Context: an optimization exercise on an open-source flow, tuned for small area and a short achievable clock period. The choices shown serve that exercise and are no tape-out recipe. In this exercise RTL edits were held to simulation tests only and were not proved equivalent to the original. No activity file was given, so power comes from the tool's default toggle rates.

`config.mk`:
```
export PLATFORM = sky130hd
export DESIGN_NAME = RhythmGameboy
export DESIGN_NICKNAME = RhythmGameboy
export VERILOG_FILES = /design/flow/design.v
export SDC_FILE = /design/flow/constraint.sdc
export NUM_CORES = 4
export LEC_CHECK = 0
export CAP_MARGIN = 20
export CORE_MARGIN = 2
export CORE_UTILIZATION = 40
export SLEW_MARGIN = 20
```
`constraint.sdc`:
```
create_clock -name core_clock -period 160.0 [get_ports {clk}]
set_input_delay 32.0000 -clock core_clock [delete_from_list [all_inputs] [get_ports {clk}]]
set_output_delay 32.0000 -clock core_clock [all_outputs]
set_load 0.01 [all_outputs]
```
`design.v`:
```
module GraphicInterpreter(led_A_seg_Natural, led_A_seg);
    input[7:0] led_A_seg_Natural;
    output reg[7:0] led_A_seg;
    always @(led_A_seg_Natural) begin
        case(led_A_seg_Natural)
            0: led_A_seg = 8'b11111100;
            1: led_A_seg = 8'b01100000;
            2: led_A_seg = 8'b11011010;
            3: led_A_seg = 8'b11110010;
            4: led_A_seg = 8'b01100110;
            5: led_A_seg = 8'b10110110;
            6: led_A_seg = 8'b10111110;
            7: led_A_seg = 8'b11100100;
            8: led_A_seg = 8'b11111110;
            9: led_A_seg = 8'b11110110;
            10: led_A_seg = 8'b11101110;
            11: led_A_seg = 8'b00111110;
            12: led_A_seg = 8'b00110100;
            13: led_A_seg = 8'b01111010;
            14: led_A_seg = 8'b10011110;
            15: led_A_seg = 8'b10001110;
            16: led_A_seg = 8'b10111100;
            17: led_A_seg = 8'b01101110;
            18: led_A_seg = 8'b00001100;
            19: led_A_seg = 8'b01110000;
            20: led_A_seg = 8'b00001110;
            21: led_A_seg = 8'b00011100;
            22: led_A_seg = 8'b00101010;
            23: led_A_seg = 8'b00111010;
            24: led_A_seg = 8'b11001110;
            25: led_A_seg = 8'b11100110;
            26: led_A_seg = 8'b00001010;
            27: led_A_seg = 8'b10110110;
            28: led_A_seg = 8'b00011110;
            29: led_A_seg = 8'b00111000;
            30: led_A_seg = 8'b00111000;
            31: led_A_seg = 8'b01100110;
            32: led_A_seg = 8'b11011010;
            33: led_A_seg = 8'b01101100;
            34: led_A_seg = 8'b00000000;
            35: led_A_seg = 8'b11111111;
            36: led_A_seg = 8'b00000010;
            default:  led_A_seg = 8'b11111111;
        endcase
    end
endmodule
module singleGraphicInterpreter(SingleGraphic,led_Single);
    input[7:0] SingleGraphic;
    output reg[7:0] led_Single;
    always @(SingleGraphic) begin
        case(SingleGraphic)
            0: led_Single = 8'b11111100;
            1: led_Single = 8'b01100000;
            2: led_Single = 8'b11011010;
            3: led_Single = 8'b11110010;
            4: led_Single = 8'b01100110;
            5: led_Single = 8'b10110110;
            6: led_Single = 8'b10111110;
            7: led_Single = 8'b11100100;
            8: led_Single = 8'b11111110;
            9: led_Single = 8'b11110110;
            10: led_Single = 8'b11101110;
            11: led_Single = 8'b00111110;
            12: led_Single = 8'b00110100;
            13: led_Single = 8'b01111010;
            14: led_Single = 8'b10011110;
            15: led_Single = 8'b10001110;
            16: led_Single = 8'b10111100;
            17: led_Single = 8'b01101110;
            18: led_Single = 8'b00001100;
            19: led_Single = 8'b01110000;
            20: led_Single = 8'b00001110;
            21: led_Single = 8'b00011100;
            22: led_Single = 8'b00101010;
            23: led_Single = 8'b00111010;
            24: led_Single = 8'b11001110;
            25: led_Single = 8'b11100110;
            26: led_Single = 8'b00001010;
            27: led_Single = 8'b10110110;
            28: led_Single = 8'b00011110;
            29: led_Single = 8'b00111000;
            30: led_Single = 8'b00111000;
            31: led_Single = 8'b01100110;
            32: led_Single = 8'b11011010;
            33: led_Single = 8'b01101100;
            34: led_Single = 8'b00000000;
            35: led_Single = 8'b11111111;
            36: led_Single = 8'b00000010;
            default:  led_Single = 8'b11111111;
        endcase
    end
endmodule
module mainGraphicInterpreter(clk, rst, MainGraphic, led_A_com, led_A_seg);
    input clk, rst;
    input[63:0] MainGraphic;
    output reg[7:0] led_A_com;
    output[7:0] led_A_seg;
    reg[7:0] led_A_seg_Natural;
    reg[2:0] counter;
    GraphicInterpreter GraphicInterpreter01(led_A_seg_Natural, led_A_seg);
    always @(posedge clk) begin
      if(rst) begin
        led_A_seg_Natural <= 0;
        led_A_com <= 8'b11111111;
        counter <= 0;
      end
      else begin
        case(counter)
            0: begin
                led_A_seg_Natural <= MainGraphic[63:56];
                led_A_com <= 8'b01111111;
                counter <= counter + 1;
            end
            1: begin
                led_A_seg_Natural <= MainGraphic[55:48];
                led_A_com <= 8'b10111111;
                counter <= counter + 1;
            end
            2: begin
                led_A_seg_Natural <= MainGraphic[47:40];
                led_A_com <= 8'b11011111;
                counter <= counter + 1;
            end
            3: begin
                led_A_seg_Natural <= MainGraphic[39:32];
                led_A_com <= 8'b11101111;
                counter <= counter + 1;
            end
            4: begin
                led_A_seg_Natural <= MainGraphic[31:24];
                led_A_com <= 8'b11110111;
                counter <= counter + 1;
            end
            5: begin
                led_A_seg_Natural <= MainGraphic[23:16];
                led_A_com <= 8'b11111011;
                counter <= counter + 1;
            end
            6: begin
                led_A_seg_Natural <= MainGraphic[15:8];
                led_A_com <= 8'b11111101;
                counter <= counter + 1;
            end
            7: begin
                led_A_seg_Natural <= MainGraphic[7:0];
                led_A_com <= 8'b11111110;
                counter <= counter + 1;
            end
        endcase
      end
    end
endmodule
module ledRGBInterPreter(clk,rst,interrupt,LedRGBBright,led_RGB);
    input clk, rst;
    input[5:0] interrupt;
    input[7:0] LedRGBBright;
    output reg[11:0] led_RGB;
    integer counter;
    always @(posedge clk) begin
      if(rst) begin
        led_RGB = 0;
        counter = 0;
      end
      else begin
        case(interrupt[5:4])
            2'b00:begin
                led_RGB[11:8] = 0;
                counter = 0;
            end
            2'b01:begin
                if(counter < (LedRGBBright/3))begin
                    led_RGB[11:8] = 4'b1111;
                    counter = counter +1;
                end
                else if(counter >= 255) begin
                    counter = 0;
                end
                else begin
                    led_RGB[11:8] = 0;
                end
            end
            2'b10:begin
                if(counter < (LedRGBBright/2))begin
                    led_RGB[11:8] = 4'b1111;
                    counter = counter +1;
                end
                else if(counter >= 255) begin
                    counter = 0;
                end
                else begin
                    led_RGB[11:8] = 0;
                end
            end
            2'b11:begin
                if(counter < (LedRGBBright))begin
                    led_RGB[11:8] = 4'b1111;
                    counter = counter +1;
                end
                else if(counter >= 255) begin
                    counter = 0;
                end
                else begin
                    led_RGB[11:8] = 0;
                end
            end
        endcase
        case(interrupt[3:2])
            2'b00:begin
                led_RGB[7:4] = 0;
                counter = 0;
            end
            2'b01:begin
                if(counter < (LedRGBBright/3))begin
                    led_RGB[7:4] = 4'b1111;
                    counter = counter +1;
                end
                else if(counter >= 255) begin
                    counter = 0;
                end
                else begin
                    led_RGB[7:4] = 0;
                end
            end
            2'b10:begin
                if(counter < (LedRGBBright/2))begin
                    led_RGB[7:4] = 4'b1111;
                    counter = counter +1;
                end
                else if(counter >= 255) begin
                    counter = 0;
                end
                else begin
                    led_RGB[7:4] = 0;
                end
            end
            2'b11:begin
                if(counter < (LedRGBBright))begin
                    led_RGB[7:4] = 4'b1111;
                    counter = counter +1;
                end
                else if(counter >= 255) begin
                    counter = 0;
                end
                else begin
                    led_RGB[7:4] = 0;
                end
            end
        endcase
        case(interrupt[1:0])
            2'b00:begin
                led_RGB[3:0] = 0;
                counter = 0;
            end
            2'b01:begin
                if(counter < (LedRGBBright/3))begin
                    led_RGB[3:0] = 4'b1111;
                    counter = counter +1;
                end
                else if(counter >= 255) begin
                    counter = 0;
                end
                else begin
                    led_RGB[3:0] = 0;
                end
            end
            2'b10:begin
                if(counter < (LedRGBBright/2))begin
                    led_RGB[3:0] = 4'b1111;
                    counter = counter +1;
                end
                else if(counter >= 255) begin
                    counter = 0;
                end
                else begin
                    led_RGB[3:0] = 0;
                end
            end
            2'b11:begin
                if(counter < (LedRGBBright))begin
                    led_RGB[3:0] = 4'b1111;
                    counter = counter +1;
                end
                else if(counter >= 255) begin
                    counter = 0;
                end
                else begin
                    led_RGB[3:0] = 0;
                end
            end
        endcase
      end
    end
endmodule
module piezoInterpreter(clk, rst, clockRate, FrequencyPiezo, piezo);
    input clk, rst;
    input[31:0] clockRate;
    input[31:0] FrequencyPiezo;
    output reg piezo;
    reg[31:0] counter;
    wire[31:0] halfPeriod = ((FrequencyPiezo == 0) ? 32'hffffffff : clockRate/FrequencyPiezo)/2;
    always @(posedge clk)begin
        if(rst) begin
            counter <= 0;
            piezo <= 0;
        end
        else if(counter >= halfPeriod)begin
            counter <= 0;
            piezo <= ~piezo;
        end
        else counter <= counter + 1;
    end
endmodule
module MilliSecondsTimer(clk,rst,clockRate,MilliSeconds);
    input clk, rst;
    input[31:0] clockRate;
    output reg[31:0] MilliSeconds;
    reg[31:0] counter;
    always @(posedge clk)begin
        if(rst) begin
            counter <= 0;
            MilliSeconds <= 0;
        end
        else if(counter >= clockRate/1000) begin
            counter <= 1;
            MilliSeconds <= MilliSeconds + 1;
        end
        else counter <= counter + 1;
    end
endmodule
module ProgramCounter(clk, rst, counter, NewPC, PC);
    input clk, rst;
    input[2:0] counter;
    input[31:0] NewPC;
    output reg[31:0] PC;
    always @(posedge clk)begin
        if(rst) PC <= 0;
        else if(counter == 4) PC <= NewPC;
    end
endmodule
module PCPlus4(PC, PC_Plus4);
    input[31:0] PC;
    output[31:0] PC_Plus4;
    assign PC_Plus4 = PC + 4;
endmodule
module PCAdder(shiftoutput, PC, BranchPC);
    input[31:0] shiftoutput;
    input[31:0] PC;
    output[31:0] BranchPC;
    assign BranchPC = shiftoutput + PC;
endmodule
module shift #(parameter Width = 32)(In,out);
    input[Width-1:0] In;
    output[Width-1:0] out;
    assign out = In << 1;
endmodule 
module Mux #(parameter Width = 32)(a, b, sel, out);
    input [Width-1 : 0] a;
    input [Width-1 : 0] b;
    input sel;
    output[Width-1 : 0] out;
    assign out = (sel == 1'b0) ? a : b;
endmodule
module Immediategeneration #(parameter Width = 32)(In, Out);
    input [Width-1:0] In;
    output reg [Width-1:0] Out;
    always @(*) begin
        case(In[6:0])
            7'b0000011 : Out = {{{Width-12}{In[31]}},In[31:20]};
            7'b0100011 : Out = {{{Width-12}{In[31]}},In[31:25],In[11:7]};
            7'b1100011 : Out = {{{Width-12}{In[31]}},In[31],In[7],In[30:25],In[11:8]};
            7'b0010011 : Out = {{{Width-12}{In[31]}},In[31:20]};
            7'b1100111 : Out = {{{Width-12}{In[31]}},In[31:20]};
            7'b1101111 : Out = {{{Width-20}{In[31]}},In[31],In[19:12],In[20],In[30:21]};
            default : Out = {Width{1'h0}};
        endcase
    end
endmodule
module mainController(Opcode,ALUSrc,MemtoReg,RegWrite, MemRead, MemWrite, Branch,jump,Aluop);
    input [6:0] Opcode;
    output ALUSrc,MemtoReg,RegWrite, MemRead, MemWrite, Branch,jump;
    output [1:0] Aluop;
    reg [8:0] control;
    assign {ALUSrc,MemtoReg,RegWrite,MemRead,MemWrite,Branch,jump,Aluop} = control;
    always @(*) begin
        case(Opcode)
            7'b0110011 : control = 9'b001000010;  
            7'b0000011 : control = 9'b111100000;  
            7'b0100011 : control = 9'b100010000;  
            7'b1100011 : control = 9'b000001001;  
            7'b0010011 : control = 9'b101000011;  
            7'b1100111 : control = 9'b111000100;  
            7'b1101111 : control = 9'b111000100;  
            default : control    = 9'b000000000;
        endcase
    end
endmodule
module ALUControl(Aluop,funct7,funct3,Control,jump);
    input [1:0] Aluop;
    input[6:0] funct7;
    input [2:0] funct3;
    input jump;
    output reg [3:0] Control;
    always @(*) begin
        Control = 4'b0000;
        case (Aluop)
            2'b00 : begin
                if(jump==1) Control = 4'b1001;  
                else Control = 4'b0010;  
            end
            2'b01 : begin
                case(funct3)
                    3'b000 : Control = 4'b0110;  
                    3'b001 : Control = 4'b1111;  
                endcase
            end
            2'b10 : begin
                case({funct7[5],funct3})
                    4'b0000 : begin
                        if(funct7[0] == 1) Control =4'b1110;  
                        else Control = 4'b0010;  
                    end
                    4'b0001 : Control = 4'b0011;  
                    4'b0010 : Control = 4'b0100;  
                    4'b0011 : Control = 4'b0101;  
                    4'b0100 : begin
                        if(funct7[0] == 1) Control = 4'b1101;  
                        else Control = 4'b0111;  
                    end
                    4'b0101 : Control = 4'b1000;  
                    4'b0110 : begin
                        if(funct7[0] == 1) Control = 4'b1011;  
                        else Control = 4'b0001;  
                    end
                    4'b0111 : Control = 4'b0000;  
                    4'b1000 : Control = 4'b0110;  
                    4'b1101 : Control = 4'b1010;  
                    default : Control = 4'b0000;
                endcase
            end
            2'b11 : begin
                case({funct3})
                    3'b000 : Control = 4'b0010;  
                    3'b001 : Control = 4'b0011;  
                    3'b010 : Control = 4'b0100;  
                    3'b011 : Control = 4'b0101;  
                    3'b100 : Control = 4'b0111;  
                    3'b101 : Control = 4'b1000;  
                    3'b110 : Control = 4'b0001;  
                    3'b111 : Control = 4'b0000;  
                    default : Control = 4'b0000;
                endcase
            end
        endcase
    end
endmodule
module ALU #(parameter Width = 32)(clk,rst,counter,Control,A1,A2,ALUOut, zero);
    input clk, rst;
    input [2:0] counter;
    input [3:0] Control;
    input [Width-1:0] A1;
    input [Width-1:0] A2;
    output reg [Width-1:0] ALUOut;
    output zero;
    assign zero = (ALUOut == 0) ? 1 : 0;
    always @(posedge clk) begin
        if(rst) ALUOut <= 0;
        else if(counter == 1) begin
            if (Control == 4'b0000) ALUOut <= A1 & A2;
            else if (Control == 4'b0001) ALUOut <= A1 | A2;
            else if(Control == 4'b0010) ALUOut <= A1 + A2;
            else if(Control == 4'b0110) ALUOut <= A1 - A2;
            else if(Control == 4'b0011) ALUOut <= A1 << A2;
            else if(Control == 4'b0100)begin
                if(A1 < A2) ALUOut <= 1;
                else ALUOut <= 0;
            end
            else if(Control == 4'b0101) begin
                if((~A1+1) < (~A2+1)) ALUOut <= 1;
                else ALUOut <= 0;
            end
            else if(Control == 4'b0111) ALUOut <= A1 ^ A2;
            else if(Control == 4'b1000) ALUOut <= A1 >> A2;
            else if(Control == 4'b1001) ALUOut <= 0;
            else if(Control == 4'b1010) ALUOut <= A1 >>> A2;
            else if(Control == 4'b1011) ALUOut <= (A2 == 0) ? A1 : A1 % A2;
            else if(Control == 4'b1101) ALUOut <= (A2 == 0) ? {Width{1'b1}} : A1 / A2;
            else if(Control == 4'b1110) ALUOut <= A1 * A2;
            else if(Control == 4'b1111) ALUOut <= (A1 == A2);
            else ALUOut <= 0;
        end
    end
endmodule
module RegisterFile #(parameter Width = 32)(clk,rst,counter,RegWrite,AdrReg1,AdrReg2,AdrRegd,regWriteData,interrupt,MilliSeconds,ReadData1,ReadData2);
    input clk, rst;
    input[2:0] counter;
    input RegWrite;
    input [4:0] AdrReg1;
    input [4:0] AdrReg2;
    input [4:0] AdrRegd;
    input [Width-1:0] regWriteData;
    input[19:0] interrupt;
    input[Width-1:0] MilliSeconds;
    output reg [Width-1:0] ReadData1, ReadData2;
    reg [Width-1:0] Register [Width-1:0];
    integer i;
    always @(posedge clk) begin
        if(rst) begin
            ReadData1 <= 0;
            ReadData2 <= 0;
            for(i = 0; i < Width; i = i + 1) Register[i] <= 0;
        end
        else if(counter==0) begin
            ReadData1 <= (AdrReg1 != 0) ? Register[AdrReg1] : 0;
            ReadData2 <= (AdrReg2 != 0) ? Register[AdrReg2] : 0;
            Register[29] <= {12'b000000000000,interrupt};  
            Register[31] <= MilliSeconds;  
        end
        else if(counter == 3) begin
            if(RegWrite) begin
                if(AdrRegd == 0) Register[AdrRegd] <= 0;
                else Register[AdrRegd] <= regWriteData;
            end
        end
    end
endmodule
module MemoryControlUnit #(parameter WIDTH = 32,parameter DatamemoryRef = 7788)(clk, rst, counter, PC, Instruction, MemWrite, MemRead, ALUOut, ReadData2,readData,MainGraphic,SingleGraphic,Amplitude,ProgressBar,FrequencyPiezo,LedRGBBright,clockRate,
    imem_addr, imem_rdata, dmem_addr, dmem_wdata, dmem_we, dmem_re, dmem_rdata);
    input clk, rst;
    input[2:0] counter;
    input[WIDTH-1:0] PC;
    input[WIDTH-1:0] ALUOut;
    output reg[WIDTH-1:0] readData;
    output[WIDTH-1:0] Instruction;
    input MemWrite;
    input MemRead;
    input[WIDTH-1:0] ReadData2;
    output[63:0] MainGraphic;  
    output[31:0] SingleGraphic;  
    output[31:0] Amplitude;  
    output[31:0] ProgressBar;  
    output[31:0] FrequencyPiezo;  
    output[31:0] LedRGBBright;  
    output[31:0] clockRate;  
    output[WIDTH-1:0] imem_addr;
    input[WIDTH-1:0] imem_rdata;
    output[WIDTH-1:0] dmem_addr;
    output[WIDTH-1:0] dmem_wdata;
    output dmem_we;
    output dmem_re;
    input[WIDTH-1:0] dmem_rdata;
    assign imem_addr = PC;
    assign Instruction = imem_rdata;
    assign dmem_addr = ALUOut;
    assign dmem_wdata = ReadData2;
    assign dmem_we = (counter == 2) && (MemWrite == 1);
    assign dmem_re = (counter == 2) && (MemWrite == 0) && MemRead;
    reg[255:0] Mmio;
    integer i;
    reg[WIDTH-1:0] offs;
    always @(posedge clk)begin
        if(rst) Mmio <= 256'h05f5e1000000007f00000000000000aa00008080000000ffffffffffffffffff;
        else if(counter == 2 && MemWrite == 1) begin
            for(i = 0; i < 32; i = i + 1) begin
                offs = ((i < 28) ? DatamemoryRef + i : DatamemoryRef + 152 + i - 28) - ALUOut;
                if(offs < 4) Mmio[8*i +: 8] <= ReadData2[8*offs[1:0] +: 8];
            end
        end
    end
    assign MainGraphic = {Mmio[31:0], Mmio[63:32]};
    assign SingleGraphic = Mmio[95:64];
    assign Amplitude = Mmio[127:96];
    assign ProgressBar = Mmio[159:128];
    assign FrequencyPiezo = Mmio[191:160];
    assign LedRGBBright = Mmio[223:192];
    assign clockRate = Mmio[255:224];
    always @(posedge clk)begin
        if(rst) readData <= 0;
        else if(counter == 2) begin
            if(MemWrite==1) readData <= readData;
            else if(MemRead) readData <= dmem_rdata;
            else readData <= ALUOut;
        end
    end
endmodule
module RhythmGameboy #(parameter WIDTH = 32)(clk, rst, interrupt, led_A_seg, led_A_com, led_Single, led_RGB, piezo,
    imem_addr, imem_rdata, dmem_addr, dmem_wdata, dmem_we, dmem_re, dmem_rdata);
    input clk;
    input rst;
    input[19:0] interrupt;
    output[7:0] led_A_seg,led_A_com,led_Single;
    output[11:0] led_RGB;
    output piezo;
    output[WIDTH-1:0] imem_addr;
    input[WIDTH-1:0] imem_rdata;
    output[WIDTH-1:0] dmem_addr;
    output[WIDTH-1:0] dmem_wdata;
    output dmem_we;
    output dmem_re;
    input[WIDTH-1:0] dmem_rdata;
    wire[63:0] MainGraphic;
    wire[WIDTH-1:0] SingleGraphic,Amplitude,ProgressBar,FrequencyPiezo,LedRGBBright;
    wire[WIDTH-1:0] ALUOut,regWriteData,Instruction,ReadData1,ReadData2,readData;
    wire[WIDTH-1:0] MilliSeconds,clockRate;
    wire ALUSrc,MemtoReg,RegWrite,MemRead,MemWrite,Branch,jump;
    wire[1:0] Aluop;
    wire[WIDTH-1:0] BeforPC,NewPC,PC,PC_Plus4,BranchPC,immediateout,shiftoutput,Mux1output;
    wire zero, sel;
    wire[3:0]Control;
    reg[2:0] counter;
    singleGraphicInterpreter singleGraphicInterpreter01(SingleGraphic[7:0],led_Single);  
    ledRGBInterPreter ledRGBInterPreterI01(clk,rst,interrupt[18:13],LedRGBBright[7:0],led_RGB);  
    piezoInterpreter piezoInterpreter01(clk, rst, clockRate, FrequencyPiezo, piezo);  
    mainGraphicInterpreter mainGraphicInterpreter01(clk, rst, MainGraphic, led_A_com, led_A_seg);  
    MilliSecondsTimer MilliSecondsTimer01(clk,rst,clockRate,MilliSeconds);  
    ProgramCounter ProgramCounter01(clk, rst, counter, NewPC, PC);  
    PCPlus4 PCPlus401(PC, PC_Plus4);  
    MemoryControlUnit MemoryControlUnit01(clk, rst, counter, PC, Instruction, MemWrite, MemRead, ALUOut, ReadData2,readData,MainGraphic,SingleGraphic,Amplitude,ProgressBar,FrequencyPiezo,LedRGBBright,clockRate,
        imem_addr, imem_rdata, dmem_addr, dmem_wdata, dmem_we, dmem_re, dmem_rdata);  
	Immediategeneration Immediategeneration01(Instruction, immediateout);  
    mainController mainController01(Instruction[6:0],ALUSrc,MemtoReg,RegWrite, MemRead, MemWrite, Branch,jump,Aluop);  
    shift shift01(immediateout,shiftoutput);  
    PCAdder PCAdder01(shiftoutput, PC, BranchPC);  
    Mux Mux01(PC_Plus4,BranchPC,sel,BeforPC);  
    Mux MuxLastPCSelector(BeforPC,shiftoutput,jump,NewPC);  
    and and01(sel,Branch,zero);  
    RegisterFile RegisterFile01(clk,rst,counter,RegWrite,Instruction[19:15],Instruction[24:20],Instruction[11:7],regWriteData,interrupt,MilliSeconds,ReadData1,ReadData2);  
    Mux Mux02(ReadData2,immediateout,ALUSrc,Mux1output);  
    ALUControl ALUControlC01(Aluop,Instruction[31:25],Instruction[14:12],Control,jump);  
    ALU ALU2(clk,rst,counter,Control,ReadData1,Mux1output,ALUOut,zero);  
    Mux Mux03(ALUOut,readData,MemtoReg,regWriteData);  
    always @(posedge clk)begin
        if(rst) counter <= 0;
        else if(counter == 4) counter <= 0;
        else counter <= counter + 1;
    end
endmodule
```
`run.sh`:
```
#!/bin/bash
# synth_recipe.tcl (not shown) runs the flow's synth.tcl, then flattens the netlist and writes it again
# the make line also repeats each setting of config.mk as NAME=value (left out here)
make -C /OpenROAD-flow-scripts/flow DESIGN_CONFIG=/design/flow/config.mk WORK_HOME=/design/flow/orfs CLKGATE_MAP_FILE= SYNTH_SCRIPT=/design/flow/synth_recipe.tcl finish
```
==> reports/results.ini <==
[worst_setup_path]
endpoint=ALU2.ALUOut[31]
path_buf_inv=20
crit_start=imem_rdata[1]
slowest_stage=clkdlybuf4s50_1
critical_path_class=in -> reg
path_delay_family=compound AO/OA/AOI/OAI gates
rrSetupSlack_ns=34.98
slowest_delay_ns=0.48
cp.depth=649
critical_path.reg2reg.endpoint=piezoInterpreter01.counter[27]
crit_path_end_kind=register
critPathArrivalTime_ns=153.22
r2r-start=MemoryControlUnit01.Mmio[191]
critPathMaxFanout=38
crit_path_frequent_cell=o21a_1
cp.required_ns=160.82
reg2reg_depth=624
start_kind=input port

[placed_design]
place_congestion=1.110
port_buffers=219
postPlaceCellArea_um2=169400
hpwl_mm=517.1
place_ws_ns=0.1097
placedCellCount=23040

[clock_network]
hold_buffers=0
tritoncts=built
cts_buffer_depth=4
cts_made_buffers=171
h-tree-depth=4
cts.sinks=1500
clkLatencyLatePin_ns=0.96
clockRootBuffer=clkbuf_16
clk_pin_slew_worst_paths_ns=0.06

[synthesis]
netlist_instances=18100
synth_top_area_cell=edfxtp_1
async_flop_share=0
yosysUniqueCellTypes=144
syn_avg_cell_area_um2=8.824
synth_area_um2=159700
yosysSeqAreaShare=0.2522
ys_top_cells_by_area=edfxtp_1 (19%), ha_1 (11%), mux4_2 (9.0%), nor2_1 (6.3%), dfxtp_1 (6.0%)
synth-main-ff-cell=edfxtp_1
synth_edf_count=1024
synth_seq_cells=1500
ys_warn_count=14
synth_top_area_frac=0.1926

[final_layout]
postLayoutCellArea_um2=176200
fin_nets=19950
drive_above_1_share=0.1407
final_cell_mix=nor2_1 (2,662), nand2_1 (1,518), ha_1 (1,453)
final_common_cell=nor2_1
fill_cells=38890
area_delta_synth_final_pct=10.33
multi_input_area_um2=113400
seq_area_um2=40320
instances_no_fill=23440

[outcome]
outcome=finished clean

[power]
p_comb_frac=0.995
p_seq_uw=449
p_int_mw=81.75
powerDensity_nw_per_um2=1005
seqPwrFrac=0.003
peakVddDrop_mv=4.593
pg_clk_uw=410
top_power_group=combinational cells
p_clk_frac=0.002
p_leak_nw=67.18
swShare=0.5381
switchingPower_mw=95.24
p_comb_mw=176

[route]
drt-pass1-iter-count=9
wl_per_cell_um=30.64
via_per_inst=6.410
initialDrtViolationCount=18680
ant_nets=0
routed-via-count=150200
totalWireLength_mm=718.1
drcViolationCount=0

[global_route]
grt_antenna_before_repair=79
grt_max_degree=92
grt_first_pass_wirelength_mm=1019
track_usage=0.3436
grt_pass1_vias=142400
overflow=0

[worst_hold_path]
worstHoldPathCells=1
hp-class=reg -> reg
min-delay-start=ledRGBInterPreterI01.counter[12]
min_to=ledRGBInterPreterI01.counter[12]

[sta]
setup_viol=0
skew_ns=0.09830
period_minus_slack_ns=152.40
worst_pin_slew_ns=1.234
max_freq_mhz=6.562
timing.final.ws_setup_ns=7.603
hold_viol=0
relSlewSlack=0.1687
tns_ns=0
slew_violations=0
finalCritPeriodShare=0.9525

[floorplanning]
die_area_um2=404300
chipHeight_um=635.8
die_w_um=635.8
io_pins=221
fp-row-count=232
core_um2=398300
start_util=0.4009

[flow_run]
cap_violations=0

[cells by family after synthesis]
logic type / Yosys count / synth area share
and+or+nand+nor: 6690 / 0.1871
buffers and inverters: 1938 / 0.04604
muxes: 1420 / 0.1433
other: 1 / 0.00002348
xor gates and xnor gates: 705 / 0.03888
adders and majority gates: 1873 / 0.1660
DFF: 1500 / 0.2522
AOI/OAI and AO/OA: 3969 / 0.1664
[layer usage]
metal | global-route usage | wire (um) | up-vias | share of wire
met4 | 0.2350 | 59780 | 48 | 0.083
met1 | 0.4341 | 272100 | 73120 | 0.38
met3 | 0.09184 | 84910 | 2232 | 0.12
met2 | 0.5121 | 300900 | 8792 | 0.42
li1 | - | - | 66040 | -
met5 | 0 | 385 | - | 0.00054
[stage by stage]
step / utilization / total power [mW] / hold WS (ns)
floorplan: - / 160.9 / 0.4302
global placement: 0.4253 / 172.9 / 0.4386
detailed placement: 0.4254 / 174.6 / 0.4462
CTS: 0.4397 / 175.7 / 0.4618
global route: 0.4422 / 191.4 / 0.4760
finish: 0.4424 / 177.0 / 0.4584
[synth_stat cells, types with 80 or more instances]
master	n
nor4_1	116
inv_1	757
and3_1	82
nand4_1	207
o31ai_1	303
xor2_1	250
fa_1	412
buf_1	194
nor3_1	1015
mux2_2	501
nand3_1	248
ha_1	1453
nand2b_1	119
nor2b_1	167
nor2_1	2680
mux4_2	641
mux2i_1	269
a21oi_1	887
and2_1	98
dfxtp_1	476
o22ai_1	85
a211oi_1	154
o21a_1	836
a21o_1	181
o21ai_0	689
o21bai_1	80
nand2_1	1582
xnor2_1	452
a31oi_1	112
clkbuf_1	927
or2_2	148
o211ai_1	102
or3_1	99
edfxtp_1	1024
[state kept, by name, summed over array words and instances, names as in the netlist, 31 cells and up, named ones only]
register and cells:
RegisterFile01.Register 1024, MemoryControlUnit01.Mmio 144, ALU2.ALUOut 32, MemoryControlUnit01.readData 32, MilliSecondsTimer01.MilliSeconds 32, MilliSecondsTimer01.counter 32
RegisterFile01.ReadData1 32, RegisterFile01.ReadData2 32, ledRGBInterPreterI01.counter 32, piezoInterpreter01.counter 32, ProgramCounter01.PC 31
[layout make-up]
class                           count  share of cell area
Antenna cell                       41           0.0005824
Clock buffer                      223             0.02654
Clock inverter                     89            0.005760
Inverter                          785             0.01680
Multi-Input combinational cell  14700              0.6440
Sequential cell                  1500              0.2289
Tap cell                         5265             0.03739
Timing Repair Buffer              835             0.04009
[what timing repair did]
item,in CTS,in global routing
resized for setup,0,140
endpoints found under the setup margin,0,32
hold endpoints to repair,0,0
buffers inserted,0,42

[port drivers added, routing unchanged]
In the flow no input, the clock included, has a driving cell. The finished layout below was timed again as built, in two steps. Step 1 assumes that a clkbuf_16 drives the clock port and a buf_2 every other input. Step 2, shift: input delay + t, output delay - t, t = (earliest + latest rising clock arrival at the registers) / 2. This alone moves slack from input paths to output paths. Slacks: ideal ports / drivers / drivers and shift; pairs: ideal ports / drivers.
t (ns): 1.016
slack for setup (ns): 7.603 / 7.690 / 6.674
worst register clock-pin slew, ns: 0.07 / 0.07
pins driven straight from the clock port: 1
After both steps setup and hold are still met in this run. For this run, drivers alone change the setup slack by +0.087 ns; drivers and shift together by -0.929 ns.
